Source: an optimization exercise on an open RTL-to-GDS flow (aim: small area, a short achievable clock period and few clock cycles per item). Production flows keep margins and buffers that such runs may drop. At most, simulation tests tie the RTL to the original design; equivalence was not proved. Power figures rest on the tool's default switching activity, not on a simulated workload.

run 1:
Design divisor_secuencial, start of the top module:
module divisor_secuencial #(
    parameter N = 32
) (
    input  logic             clk,
    input  logic             rst,
    input  logic             valid,
    input  logic [N-1:0]     A,
    input  logic [N-1:0]     B,
    output logic [N-1:0]     Q,
    output logic [N-1:0]     R,
    output logic             done,
    output logic             error
);
    logic [N-1:0] x_reg;     
    logic [N-1:0] d_reg;     
    logic [N-1:0] q_reg;     
    logic [4:0]   cnt;       
    logic         err_reg;
    logic s_align, s_step, s_done;
    logic idle, quick;
    assign idle  = !(s_align || s_step || s_done);
    assign quick = s_align && s_done;
    function automatic logic [5:0] lzc32(input logic [31:0] v);
        logic [15:0] z1;  logic [15:0] c1;         
        logic [7:0]  z2;  logic [15:0] c2;         
        logic [3:0]  z3;  logic [11:0] c3;         
        logic [1:0]  z4;  logic [7:0]  c4;         
        for (int i = 0; i < 16; i++) begin
            z1[i] = !(v[2*i+1] || v[2*i]);
            c1[i] = !v[2*i+1];
        end
        for (int i = 0; i < 8; i++) begin
            z2[i] = z1[2*i+1] && z1[2*i];
            c2[2*i+:2] = z1[2*i+1] ? {1'b1, c1[2*i]} : {1'b0, c1[2*i+1]};
        end
        for (int i = 0; i < 4; i++) begin
            z3[i] = z2[2*i+1] && z2[2*i];
            c3[3*i+:3] = z2[2*i+1] ? {1'b1, c2[4*i+:2]} : {1'b0, c2[4*i+2+:2]};
        end
        for (int i = 0; i < 2; i++) begin
            z4[i] = z3[2*i+1] && z3[2*i];
  ...
export LEC_CHECK = 0
export CAP_MARGIN = 20
export CORE_MARGIN = 2
export CORE_UTILIZATION = 40
export PLACE_DENSITY = 0.6
export SLEW_MARGIN = 20
create_clock -name core_clock -period 10.0 [get_ports {clk}]
standard.sh (not shown) runs the stock make flow with config.mk's settings and CLKGATE_MAP_FILE= SYNTH_SCRIPT=/design/flow/synth_recipe.tcl, a recipe that flattens the netlist after the stock synthesis.
==> flow/flow/run.sh <==
#!/bin/bash
# The standard layout (standard.sh), with changes to how it is made only:
#  - the ports are buffered with sky130_fd_sc_hd__buf_1 instead of the resizer's default pick;
#  - The clock tree is built from sky130_fd_sc_hd__clkbuf_8.
#  - repair_timing aims for extra setup slack at the design's 10 ns clock.
# The SDC, the clock period and everything else are the standard flow's own.
bash standard.sh "BUFFER_PORTS_ARGS=-buffer_cell sky130_fd_sc_hd__buf_1" SETUP_SLACK_MARGIN=6.8 CTS_BUF_LIST=sky130_fd_sc_hd__clkbuf_8 finish > standard.log 2>&1
Testbench counts of run 1, summed over its fixed seeds: cycles 30,393, items 3,600.
Input changes introduced in run 2 (baseline for comparison: run 1):
==> flow/flow/run.sh <==
#!/bin/bash
# The standard layout (standard.sh), with changes to how it is made only:
#  - the ports are buffered with sky130_fd_sc_hd__buf_2 instead of the resizer's default pick;
#  - The clock tree is built from sky130_fd_sc_hd__clkbuf_8.
#  - repair_timing aims for extra setup slack at the design's 10 ns clock.
#  - repair_design aims 10% (not 20%) below the max slew and capacitance limits.
# The SDC, the clock period and everything else are the standard flow's own.
bash standard.sh "BUFFER_PORTS_ARGS=-buffer_cell sky130_fd_sc_hd__buf_2" SETUP_SLACK_MARGIN=6.8 CTS_BUF_LIST=sky130_fd_sc_hd__clkbuf_8 SLEW_MARGIN=10 CAP_MARGIN=10 finish > standard.log 2>&1
### Flow results
Run 2 against run 1: part of the total power dissipated in combinational logic level, global-route usage over all layers moved up, final worst slack level, arrival time at the worst endpoint level.
Proportion of power drawn by the clock network was higher in the run labelled run 1.
Between run 1 and run 2, the clock latency at the later pin of the worst-skew pair does not differ in any meaningful way.
Changes observed in run 2 relative to run 1: total internal power -5.1%, routed length on met3 shows a reduction of 18 microns, floorplan die height essentially unchanged, first-pass GRT wire length saw an increase.
Re relative area change from synthesis to final layout: run 1 was higher than run 2.
The inputs of run 3 differ from those of run 2 as listed below.
==> flow/flow/run.sh <==
#!/bin/bash
# The standard layout (standard.sh), with changes to how it is made only:
#  - the ports are buffered with sky130_fd_sc_hd__buf_2 instead of the resizer's default pick;
#  - The clock tree is built from sky130_fd_sc_hd__clkbuf_8.
#  - repair_timing aims for extra setup slack at the design's 10 ns clock.
# The SDC, the clock period and everything else are the standard flow's own.
bash standard.sh "BUFFER_PORTS_ARGS=-buffer_cell sky130_fd_sc_hd__buf_2" SETUP_SLACK_MARGIN=6.8 CTS_BUF_LIST=sky130_fd_sc_hd__clkbuf_8 finish > standard.log 2>&1
Run 3 went all the way through synthesis, placement and routing and the layout is clean on timing, DRC and antenna.
Cell area: run 3 vs run 2 identical
Re part of the cycle the worst path needs: no difference whatsoever between run 3 and run 2.
Between run 3 and run 2, the difference in power is negligible.

---

Another version of the RTL of divisor_secuencial (not shown whole).
Size: roughly 1000 cells after synthesis, about 120 flip-flops, about 130 I/O pins, about 8300 um2 of cells after synthesis.
==> flow/config.mk <==
export PLATFORM = sky130hd
export DESIGN_NAME = divisor_secuencial
export DESIGN_NICKNAME = divisor_secuencial
export VERILOG_FILES = /design/flow/design.v
export SDC_FILE = /design/flow/constraint.sdc
export NUM_CORES = 4
export LEC_CHECK = 0
export CAP_MARGIN = 20
export CORE_MARGIN = 2
export CORE_UTILIZATION = 40
export PLACE_DENSITY = 0.6
export SLEW_MARGIN = 20
==> flow/constraint.sdc <==
create_clock -name core_clock -period 10.0 [get_ports {clk}]
set_input_delay 2.0000 -clock core_clock [delete_from_list [all_inputs] [get_ports {clk}]]
set_output_delay 2.0000 -clock core_clock [all_outputs]
set_load 0.01 [all_outputs]
==> flow/flow/run.sh <==
#!/bin/bash
# The standard layout (standard.sh), with changes to how it is made only:
#  - the ports are buffered with sky130_fd_sc_hd__buf_2 instead of the resizer's default pick;
#  - The clock tree is built from sky130_fd_sc_hd__clkbuf_8.
#  - repair_timing aims for extra setup slack at the design's 10 ns clock.
# The SDC, the clock period and everything else are the standard flow's own.
bash standard.sh "BUFFER_PORTS_ARGS=-buffer_cell sky130_fd_sc_hd__buf_2" SETUP_SLACK_MARGIN=7.0 CTS_BUF_LIST=sky130_fd_sc_hd__clkbuf_8 finish > standard.log 2>&1
The baseline finished clean.
Edit:
--- a/flow/flow/run.sh
+++ b/flow/flow/run.sh
@@ -7 +7 @@
-bash standard.sh "BUFFER_PORTS_ARGS=-buffer_cell sky130_fd_sc_hd__buf_2" SETUP_SLACK_MARGIN=7.0 CTS_BUF_LIST=sky130_fd_sc_hd__clkbuf_8 finish > standard.log 2>&1
+bash standard.sh "BUFFER_PORTS_ARGS=-buffer_cell sky130_fd_sc_hd__buf_2" SETUP_SLACK_MARGIN=6.8 CTS_BUF_LIST=sky130_fd_sc_hd__clkbuf_8 finish > standard.log 2>&1
Outcome: Die area does not change. Fmax shrinks by 1.6%. Worst setup slack gets worse by 0.054 ns. Wire length shrinks by 0.42%. Via count shrinks by 2.0%. Clock power grows by about 3%.
Function was not checked in any run of this note: the RTL went through the layout flow alone.

---

run A:
Another version of the RTL of divisor_secuencial (not shown whole).
Size: about 970 cells after synthesis, about 120 flip-flops, ~130 I/O pins, roughly 8200 µm² of cells after synthesis.
Design divisor_secuencial, start of the top module:
module divisor_secuencial #(
    parameter N = 32
) (
    input  logic             clk,
    input  logic             rst,
    input  logic             valid,
    input  logic [N-1:0]     A,
    input  logic [N-1:0]     B,
    output logic [N-1:0]     Q,
    output logic [N-1:0]     R,
    output logic             done,
    output logic             error
);
clock: 10.0 ns
lec_check: 0
cap_margin: 20
core_margin: 2
core_utilization: 40
place_density: 0.6
slew_margin: 20
==> flow/flow/run.sh <==
#!/bin/bash
# The standard layout (standard.sh), with two changes to how it is made:
#  - the ports are buffered with sky130_fd_sc_hd__buf_1 instead of the resizer's default pick;
#  - repair_timing aims for 6.8 ns of setup slack at the design's 10 ns clock.
# The SDC, the clock period and everything else are the standard flow's own.
bash standard.sh "BUFFER_PORTS_ARGS=-buffer_cell sky130_fd_sc_hd__buf_1" SETUP_SLACK_MARGIN=6.8 finish > standard.log 2>&1
Testbench counts of run A, summed over its fixed seeds: cycles 32,125, items 3,600.
Here is what was changed in the inputs of run B compared with run A.
==> flow/flow/run.sh <==
#!/bin/bash
# The standard layout (standard.sh), with changes to how it is made only:
#  - the ports are buffered with sky130_fd_sc_hd__buf_2 instead of the resizer's default pick;
#  - repair_timing aims for extra setup slack at the design's 10 ns clock;
#  - denser placement.
# The SDC, the clock period and everything else are the standard flow's own.
bash standard.sh "BUFFER_PORTS_ARGS=-buffer_cell sky130_fd_sc_hd__buf_2" SETUP_SLACK_MARGIN=7.5 CORE_UTILIZATION=55 PLACE_DENSITY=0.75 finish > standard.log 2>&1
### Flow results
Run B did not stop at any stage, and its layout met the timing, design-rule and antenna checks. Against run A as the reference, run B delivers a lower share of cell area taken by multi-input logic gates. Of run B and run A, it is run B that has the lower sequential share of layout area. Re clock net sink count: no difference whatsoever between run B and run A. Per the comparison of run B with run A, antenna cell count went up; height of the die decreased by 21 µm relative to the old numbers; wire length of the first global-routing pass increased about 10%. The launching instance or port of the critical path comes out x_reg[0] in one run and d_reg[21] in the other, namely in run B and run A respectively.
Edits applied to the flow inputs when going from run B to run C:
==> flow/flow/run.sh <==
#!/bin/bash
set -e
here=$PWD
cat > my_synth.tcl <<EOT
proc abc {args} {
  set i [lsearch -exact \$args -script]
  if {\$i >= 0} { lset args [expr {\$i + 1}] $here/flow/area.abc }
  set j [lsearch -exact \$args -D]
  if {\$j >= 0} { lset args [expr {\$j + 1}] 2800 }
  yosys abc {*}\$args
}
source $here/synth_recipe.tcl
EOT
bash standard.sh SYNTH_SCRIPT=$here/my_synth.tcl "BUFFER_PORTS_ARGS=-buffer_cell sky130_fd_sc_hd__buf_2" SETUP_SLACK_MARGIN=6.8 CTS_BUF_LIST=sky130_fd_sc_hd__clkbuf_8 finish > standard.log 2>&1
==> flow/flow/area.abc (new file) <==
&get -n
&st
&syn2
&dch
&nf -R 1000
&put
topo
dnsize -c
==> comparison <==
Taking run B as the reference, in run C proportion of cell area occupied by registers +4.9 points; hold violation total from the final report now sits at about the same level; largest vdd supply drop lower; clock power saw a decrease; count of clock-buffer cells in the layout went up.
The clock skew was comparable across run B and run C.
### run C -> run D
==> flow/flow/run.sh <==
#!/bin/bash
# The standard layout (standard.sh), with changes to how it is made only:
#  - the ports are buffered with sky130_fd_sc_hd__buf_2 instead of the resizer's default pick;
#  - repair_timing aims for extra setup slack at the design's 10 ns clock.
# The SDC, the clock period and everything else are the standard flow's own.
bash standard.sh "BUFFER_PORTS_ARGS=-buffer_cell sky130_fd_sc_hd__buf_2" SETUP_SLACK_MARGIN=7.0 finish > standard.log 2>&1
removed: flow/flow/area.abc
## What came out
- Run D: post-synthesis instance area 800 µm² above run C
- [compare] base=run C new=run D: non-filler instance count after layout has increased, worst setup slack has increased, relative slew slack has increased, portion of netlist area occupied by mux cells has increased.
- Relative to run C, the design area measured on run D has increased by more than 10%.
- Run D reports a lower clock edge transition at the registers on the reported setup and hold paths than run C does.
Here is what was changed in the inputs of run E compared with run D.
==> flow/run.sh (new file) <==
#!/bin/bash
# synth_recipe.tcl (not shown) runs the flow's synth.tcl, then flattens the netlist and writes it again
# the make line also repeats each setting of config.mk as NAME=value (left out here)
make -C /OpenROAD-flow-scripts/flow DESIGN_CONFIG=/design/flow/config.mk WORK_HOME=/design/flow/orfs CLKGATE_MAP_FILE= SYNTH_SCRIPT=/design/flow/synth_recipe.tcl finish
removed: flow/flow/run.sh
removed: flow/standard.sh
- Run D and run E ended up with roughly the same number of max-cap violations.
- Setup slack after layout was higher in run D than in run E.
- Relative to run D, the critical path depth of run E is lower by 6.
- In run E the minimum period implied by the final worst setup slack turned out 620 ps higher than in run D.
#### Input delta (run F over run E)
==> flow/flow/run.sh (new file) <==
#!/bin/bash
# The standard layout (standard.sh), with two changes to how it is made:
#  - the ports are buffered with sky130_fd_sc_hd__buf_2 instead of the resizer's default pick;
#  - repair_timing aims for 6.8 ns of setup slack at the design's 10 ns clock.
# The SDC, the clock period and everything else are the standard flow's own.
bash standard.sh "BUFFER_PORTS_ARGS=-buffer_cell sky130_fd_sc_hd__buf_2" SETUP_SLACK_MARGIN=6.8 finish > standard.log 2>&1
==> flow/standard.sh (new file) <==
#!/bin/bash
# synth_recipe.tcl (not shown) runs the flow's synth.tcl, then flattens the netlist and writes it again
# the make line also repeats each setting of config.mk as NAME=value (left out here)
make -C /OpenROAD-flow-scripts/flow DESIGN_CONFIG=/design/flow/config.mk WORK_HOME=/design/flow/orfs CLKGATE_MAP_FILE= SYNTH_SCRIPT=/design/flow/synth_recipe.tcl "${@:-finish}"
removed: flow/run.sh
## What came out
The flow did not stop early for run F: all stages ran, and the layout cleared the timing, design-rule and antenna checks. Share of layout cells above drive strength 1 in run F vs run E: up 14 points. As far as area of the die goes, run F and run E are indistinguishable; the numbers are identical. The share of the yosys chip area belonging to registers was comparable across run E and run F. Proportion of cell area occupied by multi-input gates: run F vs run E up 2.9 points. Delta (run F minus run E): total power of the final layout rose by 58 µW; critical-path maximum fanout picked up an extra 6; final-layout clock buffer total rose 1. Count of plain and timing-repair buffers (run E / run F): 0.924.

---

Another version of the RTL of divisor_secuencial (not shown whole).
Size: ~1000 cells after synthesis, ~130 I/O pins.
clock: 10.0 ns
lec_check: 0
cap_margin: 20
core_margin: 2
core_utilization: 40
place_density: 0.6
slew_margin: 20
==> flow/flow/run.sh <==
#!/bin/bash
# The standard layout (standard.sh), with changes to how it is made only:
#  - the ports are buffered with sky130_fd_sc_hd__buf_2 instead of the resizer's default pick;
#  - The clock tree is built from sky130_fd_sc_hd__clkbuf_8.
#  - repair_timing aims for extra setup slack at the design's 10 ns clock.
#  - denser placement (PLACE_DENSITY 0.7).
# The SDC, the clock period and everything else are the standard flow's own.
bash standard.sh "BUFFER_PORTS_ARGS=-buffer_cell sky130_fd_sc_hd__buf_2" SETUP_SLACK_MARGIN=6.8 CTS_BUF_LIST=sky130_fd_sc_hd__clkbuf_8 PLACE_DENSITY=0.7 finish > standard.log 2>&1
Testbench counts at the start, summed over its fixed seeds: cycles 30,393, items 3,600.
Then changed:
==> flow/flow/run.sh (replaced) <==
#!/bin/bash
# The standard layout (standard.sh), with changes to how it is made only:
#  - the ports are buffered with sky130_fd_sc_hd__buf_2 instead of the resizer's default pick;
#  - The clock tree is built from sky130_fd_sc_hd__clkbuf_8.
#  - repair_timing aims for extra setup slack at the design's 10 ns clock.
#  - denser placement (PLACE_DENSITY 0.8).
# The SDC, the clock period and everything else are the standard flow's own.
bash standard.sh "BUFFER_PORTS_ARGS=-buffer_cell sky130_fd_sc_hd__buf_2" SETUP_SLACK_MARGIN=6.9 CTS_BUF_LIST=sky130_fd_sc_hd__clkbuf_8 PLACE_DENSITY=0.8 finish > standard.log 2>&1
The changed run finished clean.
Clock skew grows by 0.0033 ns.
Sequential power shrinks by about 1%.
Die area stays the same.
Critical path depth stays the same.
Clock-buffer cell count grows by 1.
Total power grows by 1.2%.
Then changed:
==> flow/flow/run.sh (replaced) <==
#!/bin/bash
# The standard layout (standard.sh), with changes to how it is made only:
#  - the ports are buffered with sky130_fd_sc_hd__buf_2 instead of the resizer's default pick;
#  - The clock tree is built from sky130_fd_sc_hd__clkbuf_4 and _8.
#  - repair_timing aims for extra setup slack at the design's 10 ns clock.
# The SDC, the clock period and everything else are the standard flow's own.
bash standard.sh "BUFFER_PORTS_ARGS=-buffer_cell sky130_fd_sc_hd__buf_2" SETUP_SLACK_MARGIN=6.9 "CTS_BUF_LIST=sky130_fd_sc_hd__clkbuf_4 sky130_fd_sc_hd__clkbuf_8" finish > standard.log 2>&1
The changed run completed without violations; global-route usage is higher by 0.94 points; area after synthesis does not change; register-to-register slack gets worse by 0.10 ns; critical path depth does not change; setup slack gets better by 0.021 ns.
Then changed:
==> flow/flow/run.sh (replaced) <==
#!/bin/bash
# The standard layout (standard.sh), with changes to how it is made only:
#  - the ports are buffered with sky130_fd_sc_hd__buf_2 instead of the resizer's default pick;
#  - The clock tree is built from sky130_fd_sc_hd__clkbuf_8.
#  - repair_timing aims for extra setup slack at the design's 10 ns clock.
# The SDC, the clock period and everything else are the standard flow's own.
bash standard.sh "BUFFER_PORTS_ARGS=-buffer_cell sky130_fd_sc_hd__buf_2" SETUP_SLACK_MARGIN=6.8 CTS_BUF_LIST=sky130_fd_sc_hd__clkbuf_8 finish > standard.log 2>&1
Effect:
- The new run went through all stages and came out clean
- worst hold slack gets worse by 0.0068 ns
- die area does not change
- cell area decreases by 0.94%
- total power decreases by 1.8%
- worst setup slack gets worse by 0.033 ns
- cell count hardly moves
- critical path depth increases by 7
- combinational power decreases by about 3%
- clock-buffer cell count stays the same
Then changed:
--- a/flow/flow/run.sh
+++ b/flow/flow/run.sh
@@ -6,2 +6,2 @@
 # The SDC, the clock period and everything else are the standard flow's own.
-bash standard.sh "BUFFER_PORTS_ARGS=-buffer_cell sky130_fd_sc_hd__buf_2" SETUP_SLACK_MARGIN=6.8 CTS_BUF_LIST=sky130_fd_sc_hd__clkbuf_8 finish > standard.log 2>&1
+bash standard.sh "BUFFER_PORTS_ARGS=-buffer_cell sky130_fd_sc_hd__buf_2" SETUP_SLACK_MARGIN=7.0 CTS_BUF_LIST=sky130_fd_sc_hd__clkbuf_8 finish > standard.log 2>&1
Effect:
- setup slack gains 0.043 ns
- synthesized cell count does not change
- routed wire length increases by 5.3%
- total power increases by 6.2%
- final area climbs by 5.6%
- flip-flop and latch count stays the same
- critical path depth went down by 7
- area after synthesis stays the same
- count of clock-buffer cells in the layout stays the same
- global-route usage rises by 0.53 points

-- separate check: timing with driven ports --
Ports are ideal in the flow. The routed layouts listed here were re-timed in OpenROAD.
Step 1 assumes that a clkbuf_16 drives the clock port and a buf_2 every other input.
Step 2, shift: input delay + t, output delay - t, t = (earliest + latest rising clock arrival at the registers) / 2. This alone moves slack from input paths to output paths.
Slacks: ideal ports / drivers / drivers and shift; pairs: ideal ports / drivers.
run | t, ns | setup WS [ns] | worst hold slack (ns)
run 1 | 0.495 | 6.709 / 6.709 / 6.276 | 0.459 / 0.459 / 0.459
run 2 | 0.509 | 6.706 / 6.706 / 6.317 | 0.457 / 0.457 / 0.457
run 3 | 0.509 | 6.706 / 6.706 / 6.317 | 0.457 / 0.457 / 0.457
the first run of note 2 | 0.504 | 6.778 / 6.736 / 6.476 | 0.456 / 0.456 / 0.456
the second run of note 2 | 0.525 | 6.724 / 6.677 / 6.348 | 0.458 / 0.458 / 0.458
run A | 0.458 | 6.769 / 6.767 / 6.360 | 0.454 / 0.454 / 0.454
run B | 0.475 | 6.774 / 6.774 / 6.477 | 0.473 / 0.473 / 0.473
run C | 0.496 | 6.600 / 6.600 / 6.380 | 0.457 / 0.457 / 0.457
run D | 0.474 | 6.756 / 6.756 / 6.481 | 0.451 / 0.451 / 0.451
run E | 0.460 | 6.134 / 6.155 / 5.695 | 0.456 / 0.456 / 0.456
run F | 0.465 | 6.804 / 6.804 / 6.414 | 0.452 / 0.452 / 0.452
the first run of note 4 | 0.502 | 6.871 / 6.831 / 6.404 | 0.460 / 0.460 / 0.460
the second run of note 4 | 0.494 | 6.907 / 6.870 / 6.435 | 0.459 / 0.459 / 0.459
the third run of note 4 | 0.516 | 6.927 / 6.889 / 6.443 | 0.460 / 0.460 / 0.460
the fourth run of note 4 | 0.500 | 6.894 / 6.879 / 6.413 | 0.453 / 0.453 / 0.453
the fifth run of note 4 | 0.517 | 6.937 / 6.899 / 6.549 | 0.460 / 0.460 / 0.460
After both steps setup and hold are still met in every run listed. For the third run of note 4, which loses most, drivers alone change the setup slack by -0.038 ns; drivers and shift together by -0.484 ns.
